Source: an optimization exercise on an open RTL-to-GDS flow (aim: small area, a short achievable clock period and few clock cycles per item). Production flows keep margins and buffers that such runs may drop. Only simulation tests tie the RTL to the original design; equivalence was not proved. Power figures rest on the tool's default switching activity, not on a simulated workload.

==> flow/design.v <==
module JAM (
input CLK,
input RST,
output reg [2:0] W,
output reg [2:0] J,
input [6:0] Cost,
output [3:0] MatchCount,
output [9:0] MinCost,
output reg Valid );
integer k, m;
function [13:0] ks13;
	input [12:0] a, b;
	input cin;
	reg [12:0] pp, G, P, Gn, Pn;
	integer i, l;
	begin
		pp = a ^ b;
		G = a & b;
		P = pp;
		G[0] = G[0] | (pp[0] & cin);
		for (l = 0; l < 4; l = l + 1) begin
			Gn = G;
			Pn = P;
			for (i = (1 << l); i < 13; i = i + 1) begin
				Gn[i] = G[i] | (P[i] & G[i - (1 << l)]);
				Pn[i] = P[i] & P[i - (1 << l)];
			end
			G = Gn;
			P = Pn;
		end
		ks13[0] = pp[0] ^ cin;
		for (i = 1; i < 13; i = i + 1)
			ks13[i] = pp[i] ^ G[i - 1];
		ks13[13] = G[12];
	end
endfunction
reg        rst_q;
reg        iv, iv_d1;
reg [5:0]  wa_d1;
reg [6:0]  T [0:63];
reg [3:0]  rows_done;
wire       done_now;
always @(posedge CLK) begin
	rst_q <= RST;
	iv_d1 <= iv;
	wa_d1 <= {W, J};
	if (RST) begin
		{W, J} <= ({W, J} == 6'd0) ? 6'd1 : 6'd0;
		iv <= 1'b1;
	end
	else if (iv) begin
		if ({W, J} == 6'd63)
			iv <= 1'b0;
		else
			{W, J} <= {W, J} + 6'd1;
	end
	else if (done_now)
		{W, J} <= 6'd0;
end
always @(posedge CLK) begin
	T[wa_d1] <= Cost;
end
always @(posedge CLK) begin
	if (rst_q)
		rows_done <= 4'd0;
	else if (iv_d1 && wa_d1[2:0] == 3'd7)
		rows_done <= rows_done + 4'd1;
end
localparam H_WAIT = 3'd0, H_C = 3'd1, H_A = 3'd2, H_B = 3'd3, H_E = 3'd4,
           H_ELIM = 3'd5, H_DFS = 3'd6, H_DONE = 3'd7;
reg [2:0]  hs;
reg [2:0]  ph;                  
reg [10:0] nv [0:7];            
reg [9:0]  minv [0:7];
reg [3:0]  way [0:7];           
reg [2:0]  p [0:7];             
reg [7:0]  matched;
reg [7:0]  used;                
reg [9:0]  total;
reg [7:0]  win;                 
reg [6:0]  Trow [0:7];
reg [11:0] Kr;
reg [6:0]  tjr;
reg [3:0]  j0_r;
reg        c_first;
reg        c_e;
reg [2:0]  c_erow;
reg [7:0]  epend;               
reg [2:0]  ecur, erow;          
reg        busy;
reg [2:0]  aug_j;
reg [7:0]  E [0:7];
reg [7:0]  AR, AC;
reg [2:0]  dl;
reg [2:0]  ch [0:7];
reg        rs;
reg        dph;                 
reg        cand_r, have_above_r, have_below_r;
reg [2:0]  candidx_r, nextrow_r, prevrow_r;
reg [3:0]  cnt;
reg [12:0] s1, c1, s2, c2, s3, c3, o4, o5;
reg [12:0] val [0:7];
reg [13:0] dms;
reg        lt [0:7];
reg        ez [0:7];
reg [9:0]  v10 [0:7];
always @* begin
	for (k = 0; k < 8; k = k + 1) begin
		o4 = ~{6'd0, tjr};
		o5 = ~{3'd0, minv[k]};
		s1 = {6'd0, Trow[k]} ^ {3'd0, nv[k][9:0]} ^ {Kr[11], Kr};
		c1 = {(({6'd0, Trow[k]} & {3'd0, nv[k][9:0]}) | ({6'd0, Trow[k]} & {Kr[11], Kr}) | ({3'd0, nv[k][9:0]} & {Kr[11], Kr})), 1'b0};
		s2 = s1 ^ c1 ^ o4;
		c2 = {((s1 & c1) | (s1 & o4) | (c1 & o4)), 1'b1};
		s3 = s2 ^ c2 ^ o5;
		c3 = {((s2 & c2) | (s2 & o5) | (c2 & o5)), 1'b1};
		val[k] = ks13(s2, c2, 1'b0);
		dms = ks13(s3, c3, 1'b0);
		lt[k] = dms[12];
		ez[k] = ((s2 ^ c2) == {(s2[11:0] | c2[11:0]), 1'b0});
		v10[k] = (val[k][12:10] != 3'd0) ? 10'h3ff : val[k][9:0];
	end
end
reg [63:0] le;
reg [7:0]  win_c;
always @* begin
	for (k = 0; k < 8; k = k + 1)
		for (m = k + 1; m < 8; m = m + 1)
			le[k*8+m] = (minv[k] <= minv[m]);
	for (k = 0; k < 8; k = k + 1) begin
		win_c[k] = !used[k];
		for (m = 0; m < 8; m = m + 1) begin
			if (m < k && !used[m] && le[m*8+k]) win_c[k] = 1'b0;
			if (m > k && !used[m] && !le[k*8+m]) win_c[k] = 1'b0;
		end
	end
end
reg [9:0]  Dn, nvsel;
reg [2:0]  i0n, j1n;
reg        mj;
always @* begin
	Dn = 10'd0;
	nvsel = 10'd0;
	i0n = 3'd0;
	j1n = 3'd0;
	mj = 1'b0;
	for (k = 0; k < 8; k = k + 1) begin
		Dn = Dn | ({10{win[k]}} & minv[k]);
		nvsel = nvsel | ({10{win[k]}} & nv[k][9:0]);
		i0n = i0n | ({3{win[k]}} & p[k]);
		j1n = j1n | ({3{win[k]}} & k[2:0]);
		mj = mj | (win[k] & matched[k]);
	end
end
wire [13:0] Kn_f   = ks13({3'd0, Dn}, ~{3'd0, nvsel}, 1'b1);
wire [13:0] nvj1_f = ks13({3'd0, nvsel}, ~{3'd0, Dn}, 1'b1);
wire [11:0] Kn   = Kn_f[11:0];
wire [10:0] nvj1 = nvj1_f[10:0];
reg [10:0] nvc [0:7];
reg [13:0] nvc_f;
always @* begin
	for (k = 0; k < 8; k = k + 1) begin
		nvc_f = ks13({{2{nv[k][10]}}, nv[k]}, {3'd0, Dn}, 1'b0);
		nvc[k] = nvc_f[10:0];
	end
end
reg  [7:0] esrc, elow;
reg  [2:0] enext;
always @* begin
	esrc = (hs == H_E) ? epend : matched;
	elow = 8'd0;
	enext = 3'd0;
	for (k = 7; k >= 0; k = k - 1)
		if (esrc[k]) begin
			elow = 8'd0;
			elow[k] = 1'b1;
			enext = k;
		end
end
wire [3:0] ph1 = {1'b0, ph} + 4'd1;
wire       b_go       = (hs == H_B) && !busy;
wire       b_next     = b_go && mj;                       
wire       b_end      = b_go && !mj;                      
wire       first_wait = (hs == H_WAIT) && (rows_done > {1'b0, ph});
wire       first_next = b_end && (ph != 3'd7) && (rows_done > ph1);
reg [2:0]  s_row;
always @* begin
	if (hs == H_E)
		s_row = erow;
	else if (hs == H_B)
		s_row = mj ? i0n : (ph == 3'd7) ? 3'd7 : ph1[2:0];
	else
		s_row = ph;
end
reg [6:0]  Trow_c [0:7];
reg [6:0]  tj_c;
always @* begin
	for (k = 0; k < 8; k = k + 1)
		Trow_c[k] = T[s_row*8+k];
	tj_c = 7'd0;
	if (hs == H_E)
		tj_c = Trow_c[ecur];
	else if (hs == H_B) begin
		for (k = 0; k < 8; k = k + 1)
			tj_c = tj_c | ({7{win[k] & mj}} & Trow_c[k]);
	end
end
always @(posedge CLK) begin
	for (k = 0; k < 8; k = k + 1)
		Trow[k] <= Trow_c[k];
	tjr <= tj_c;
	if (hs == H_E)
		Kr <= 12'd0 - {1'b0, nv[ecur]};
	else if (hs == H_B && mj)
		Kr <= Kn;
	else if (hs == H_B && ph == 3'd7)
		Kr <= 12'd0 - {2'd0, Dn};
	else
		Kr <= 12'd0;
	c_erow <= s_row;
	win <= win_c;
end
reg [7:0]  ecol [0:7];
reg [7:0]  rdeg1, cdeg1, rm_r, rm_c;
reg [7:0]  umask, above, cand, rowsabove, rowsbelow;
reg [2:0]  candidx, nextrow, prevrow, firstrow;
reg        have_above, have_below;
function onehot4;
	input [3:0] y;
	begin
		onehot4 = ((y[0] ^ y[1]) & ~(y[2] | y[3])) | ((y[2] ^ y[3]) & ~(y[0] | y[1]));
	end
endfunction
function onehot8;
	input [7:0] x;
	begin
		onehot8 = (onehot4(x[3:0]) & ~(|x[7:4])) | (onehot4(x[7:4]) & ~(|x[3:0]));
	end
endfunction
always @* begin
	for (k = 0; k < 8; k = k + 1)
		for (m = 0; m < 8; m = m + 1)
			ecol[k][m] = E[m][k];
	for (k = 0; k < 8; k = k + 1) begin
		rdeg1[k] = AR[k] & onehot8(E[k] & AC);
		cdeg1[k] = AC[k] & onehot8(ecol[k] & AR);
	end
	for (k = 0; k < 8; k = k + 1) begin
		rm_r[k] = rdeg1[k] | (|(E[k] & cdeg1));
		rm_c[k] = cdeg1[k] | (|(ecol[k] & rdeg1));
	end
	umask = ~AC;
	for (k = 0; k < 8; k = k + 1)
		if (AR[k] && k < dl)
			umask = umask | (8'd1 << ch[k]);
	for (k = 0; k < 8; k = k + 1) begin
		above[k] = !rs || (k > ch[dl]);
		rowsabove[k] = AR[k] && (k > dl);
		rowsbelow[k] = AR[k] && (k < dl);
	end
	cand = E[dl] & ~umask & above;
	candidx = 3'd0;
	for (k = 7; k >= 0; k = k - 1)
		if (cand[k]) candidx = k;
	have_above = |rowsabove;
	have_below = |rowsbelow;
	nextrow = 3'd0;
	for (k = 7; k >= 0; k = k - 1)
		if (rowsabove[k]) nextrow = k;
	prevrow = 3'd0;
	for (k = 0; k < 8; k = k + 1)
		if (rowsbelow[k]) prevrow = k;
	firstrow = 3'd0;
	for (k = 7; k >= 0; k = k - 1)
		if (AR[k]) firstrow = k;
end
assign done_now = (hs == H_ELIM && !c_e && (AR & ~rm_r) == 8'd0) ||
                  (hs == H_DFS && dph && !cand_r && !have_below_r);
wire [2:0] aug_cur = aug_j;
always @(posedge CLK) begin
	if (rst_q) begin
		hs <= H_WAIT;
		ph <= 3'd0;
		for (k = 0; k < 8; k = k + 1) begin
			nv[k] <= 11'd0;
			way[k] <= 4'b1000;
		end
		matched <= 8'd0;
		used <= 8'd0;
		total <= 10'd0;
		busy <= 1'b0;
		c_e <= 1'b0;
	end
	else begin
		if (busy) begin
			matched[aug_cur] <= 1'b1;
			if (way[aug_cur][3]) begin
				p[aug_cur] <= ph - 3'd1;
				busy <= 1'b0;
				for (k = 0; k < 8; k = k + 1)
					way[k] <= 4'b1000;
			end
			else begin
				p[aug_cur] <= p[way[aug_cur][2:0]];
				aug_j <= way[aug_cur][2:0];
			end
		end
		if (hs == H_C) begin
			for (k = 0; k < 8; k = k + 1) begin
				if (c_first)
					minv[k] <= v10[k];
				else if (!used[k] && lt[k]) begin
					minv[k] <= val[k][9:0];
					way[k] <= j0_r;
				end
			end
			hs <= H_A;
		end
		if (hs == H_A)
			hs <= H_B;
		if (c_e) begin
			for (k = 0; k < 8; k = k + 1)
				E[c_erow][k] <= ez[k];
		end
		c_e <= 1'b0;
		if (first_wait || first_next) begin
			j0_r <= 4'b1000;
			c_first <= 1'b1;
			hs <= H_C;
		end
		if (b_next) begin
			used <= used | win;
			nv[j1n] <= nvj1;
			j0_r <= {1'b0, j1n};
			c_first <= 1'b0;
			hs <= H_C;
		end
		if (b_end) begin
			for (k = 0; k < 8; k = k + 1)
				if (used[k])
					nv[k] <= nvc[k];
			total <= total + Dn;
			used <= 8'd0;
			ph <= ph + 3'd1;
			if (ph == 3'd7) begin
				hs <= H_E;
				epend <= matched & ~elow;
				ecur <= enext;
				erow <= p[enext];
				c_e <= 1'b1;
			end
			else begin
				busy <= 1'b1;
				aug_j <= j1n;
				if (!first_next)
					hs <= H_WAIT;
			end
		end
		if (hs == H_E) begin
			c_e <= 1'b1;
			epend <= epend & ~elow;
			ecur <= enext;
			erow <= p[enext];
			if (epend == 8'd0) begin
				hs <= H_ELIM;
				AR <= 8'hff;
				AC <= 8'hff;
			end
		end
		if (hs == H_ELIM && !c_e) begin
			AR <= AR & ~rm_r;
			AC <= AC & ~rm_c;
			if ((AR & ~rm_r) == 8'd0) begin
				cnt <= 4'd1;
				hs <= H_DONE;
			end
			else if ((rm_r & AR) == 8'd0) begin
				hs <= H_DFS;
				dl <= firstrow;
				rs <= 1'b0;
				cnt <= 4'd0;
				dph <= 1'b0;
			end
		end
		if (hs == H_DFS) begin
			dph <= !dph;
			cand_r <= (cand != 8'd0);
			candidx_r <= candidx;
			nextrow_r <= nextrow;
			prevrow_r <= prevrow;
			have_above_r <= have_above;
			have_below_r <= have_below;
			if (dph) begin
				if (cand_r) begin
					ch[dl] <= candidx_r;
					if (have_above_r) begin
						dl <= nextrow_r;
						rs <= 1'b0;
					end
					else begin
						cnt <= cnt + 4'd1;
						rs <= 1'b1;
					end
				end
				else if (have_below_r) begin
					dl <= prevrow_r;
					rs <= 1'b1;
				end
				else
					hs <= H_DONE;
			end
		end
	end
end
always @(posedge CLK) begin
	if (RST || rst_q)
		Valid <= 1'b0;
	else if (done_now)
		Valid <= 1'b1;
end
assign MinCost = total;
assign MatchCount = cnt;
endmodule
Settings: LEC_CHECK=0, CAP_MARGIN=20, CORE_MARGIN=2, CORE_UTILIZATION=50, SETUP_SLACK_MARGIN=5, SLEW_MARGIN=20; clock period 10.0 ns.
run.sh (not shown) runs the stock make flow with config.mk's settings and CLKGATE_MAP_FILE= SYNTH_SCRIPT=/design/flow/synth_recipe.tcl, a recipe that flattens the netlist after the stock synthesis.
The first run ran to the end with no violations.
Testbench counts at the start, summed over its fixed seeds: cycles 2,352, items 24.
==> next run, changes <==
--- a/flow/design.v
+++ b/flow/design.v
@@ -43,11 +43,11 @@
 always @(posedge CLK) begin
 	rst_q <= RST;
 	iv_d1 <= iv;
 	wa_d1 <= {W, J};
 	if (RST) begin
-		{W, J} <= ({W, J} == 6'd0) ? 6'd1 : 6'd0;
+		{W, J} <= ({W, J} == 6'd0 && !rst_q) ? 6'd1 : 6'd0;
 		iv <= 1'b1;
 	end
 	else if (iv) begin
 		if ({W, J} == 6'd63)
 			iv <= 1'b0;
@@ -124,11 +124,11 @@
 reg [63:0] le;
 reg [7:0]  win_c;
 always @* begin
 	for (k = 0; k < 8; k = k + 1)
 		for (m = k + 1; m < 8; m = m + 1)
-			le[k*8+m] = (minv[k] <= minv[m]);
+			le[k*8+m] = le10(minv[k], minv[m]);
 	for (k = 0; k < 8; k = k + 1) begin
 		win_c[k] = !used[k];
 		for (m = 0; m < 8; m = m + 1) begin
 			if (m < k && !used[m] && le[m*8+k]) win_c[k] = 1'b0;
 			if (m > k && !used[m] && !le[k*8+m]) win_c[k] = 1'b0;
@@ -182,23 +182,35 @@
 wire       b_next     = b_go && mj;                       
 wire       b_end      = b_go && !mj;                      
 wire       first_wait = (hs == H_WAIT) && (rows_done > {1'b0, ph});
 wire       first_next = b_end && (ph != 3'd7) && (rows_done > ph1);
 reg [2:0]  s_row;
+reg [7:0]  rsel;
 always @* begin
 	if (hs == H_E)
 		s_row = erow;
 	else if (hs == H_B)
-		s_row = mj ? i0n : (ph == 3'd7) ? 3'd7 : ph1[2:0];
+		s_row = (ph == 3'd7) ? 3'd7 : ph1[2:0];
 	else
 		s_row = ph;
+	rsel = 8'd0;
+	if (hs == H_B && mj) begin
+		for (k = 0; k < 8; k = k + 1)
+			for (m = 0; m < 8; m = m + 1)
+				if (win[k] && p[k] == m) rsel[m] = 1'b1;
+	end
+	else
+		rsel[s_row] = 1'b1;
 end
 reg [6:0]  Trow_c [0:7];
 reg [6:0]  tj_c;
 always @* begin
-	for (k = 0; k < 8; k = k + 1)
-		Trow_c[k] = T[s_row*8+k];
+	for (k = 0; k < 8; k = k + 1) begin
+		Trow_c[k] = 7'd0;
+		for (m = 0; m < 8; m = m + 1)
+			Trow_c[k] = Trow_c[k] | ({7{rsel[m]}} & T[m*8+k]);
+	end
 	tj_c = 7'd0;
 	if (hs == H_E)
 		tj_c = Trow_c[ecur];
 	else if (hs == H_B) begin
 		for (k = 0; k < 8; k = k + 1)
@@ -215,18 +227,43 @@
 		Kr <= Kn;
 	else if (hs == H_B && ph == 3'd7)
 		Kr <= 12'd0 - {2'd0, Dn};
 	else
 		Kr <= 12'd0;
-	c_erow <= s_row;
+	c_erow <= s_row;    
 	win <= win_c;
 end
 reg [7:0]  ecol [0:7];
 reg [7:0]  rdeg1, cdeg1, rm_r, rm_c;
 reg [7:0]  umask, above, cand, rowsabove, rowsbelow;
 reg [2:0]  candidx, nextrow, prevrow, firstrow;
 reg        have_above, have_below;
+function le10;
+	input [9:0] a, b;
+	reg [9:0] g, e;
+	reg [4:0] g1, e1;
+	reg [2:0] g2, e2;
+	reg g3, e3;
+	integer i;
+	begin
+		g = a & ~b;
+		e = ~(a ^ b);
+		for (i = 0; i < 5; i = i + 1) begin
+			g1[i] = g[2*i+1] | (e[2*i+1] & g[2*i]);
+			e1[i] = e[2*i+1] & e[2*i];
+		end
+		g2[0] = g1[1] | (e1[1] & g1[0]);
+		e2[0] = e1[1] & e1[0];
+		g2[1] = g1[3] | (e1[3] & g1[2]);
+		e2[1] = e1[3] & e1[2];
+		g2[2] = g1[4];
+		e2[2] = e1[4];
+		g3 = g2[1] | (e2[1] & g2[0]);
+		e3 = e2[1] & e2[0];
+		le10 = ~(g2[2] | (e2[2] & g3));
+	end
+endfunction
 function onehot4;
 	input [3:0] y;
 	begin
 		onehot4 = ((y[0] ^ y[1]) & ~(y[2] | y[3])) | ((y[2] ^ y[3]) & ~(y[0] | y[1]));
 	end
The changed run completed with no timing, DRC or antenna violations.
Worst hold slack got worse by 15 ps.
Wire length rises by 3.8%.
Via count rises by 3.9%.
Synthesized area rises by 0.53%.
Clock-buffer cell count falls by 23.
Maximum frequency falls by 3.9%.
Register-to-register slack got worse by 200 ps.
Final cell count rises by 0.68%.
Global-route usage rises by 0.86 points.
Sequential power falls by about 3%.
Clock power rises by about 3%.
Power falls by 9.7%.
Testbench counts after the change, summed over its fixed seeds: cycles 2,360, items 24.

## separate check: timing with driven ports
In the flow no input, the clock included, has a driving cell. The finished layouts below were timed again as built, in two steps.
Step 1, drivers: a clkbuf_16 drives CLK and a buf_2 each remaining input, both assumed.
Step 2 adds t to the input delays and takes it off the output delays; t is the mean of the earliest and latest rising clock arrival at the registers after step 1. Input paths then give back, and output paths get back, about the clock's delay inside the block.
Slacks: ideal / step 1 / step 2; pairs: ideal / step 1.
run | t (ns) | slack for setup (ns) | worst setup path at the end | worst register clock-pin slew, ns
the first run | 0.826 | 5.165 / 5.165 / 5.165 | register to register | 0.07 / 0.07
the second run | 0.820 | 4.970 / 4.970 / 4.970 | register to register | 0.07 / 0.07
After both steps setup and hold are still met in every run listed.
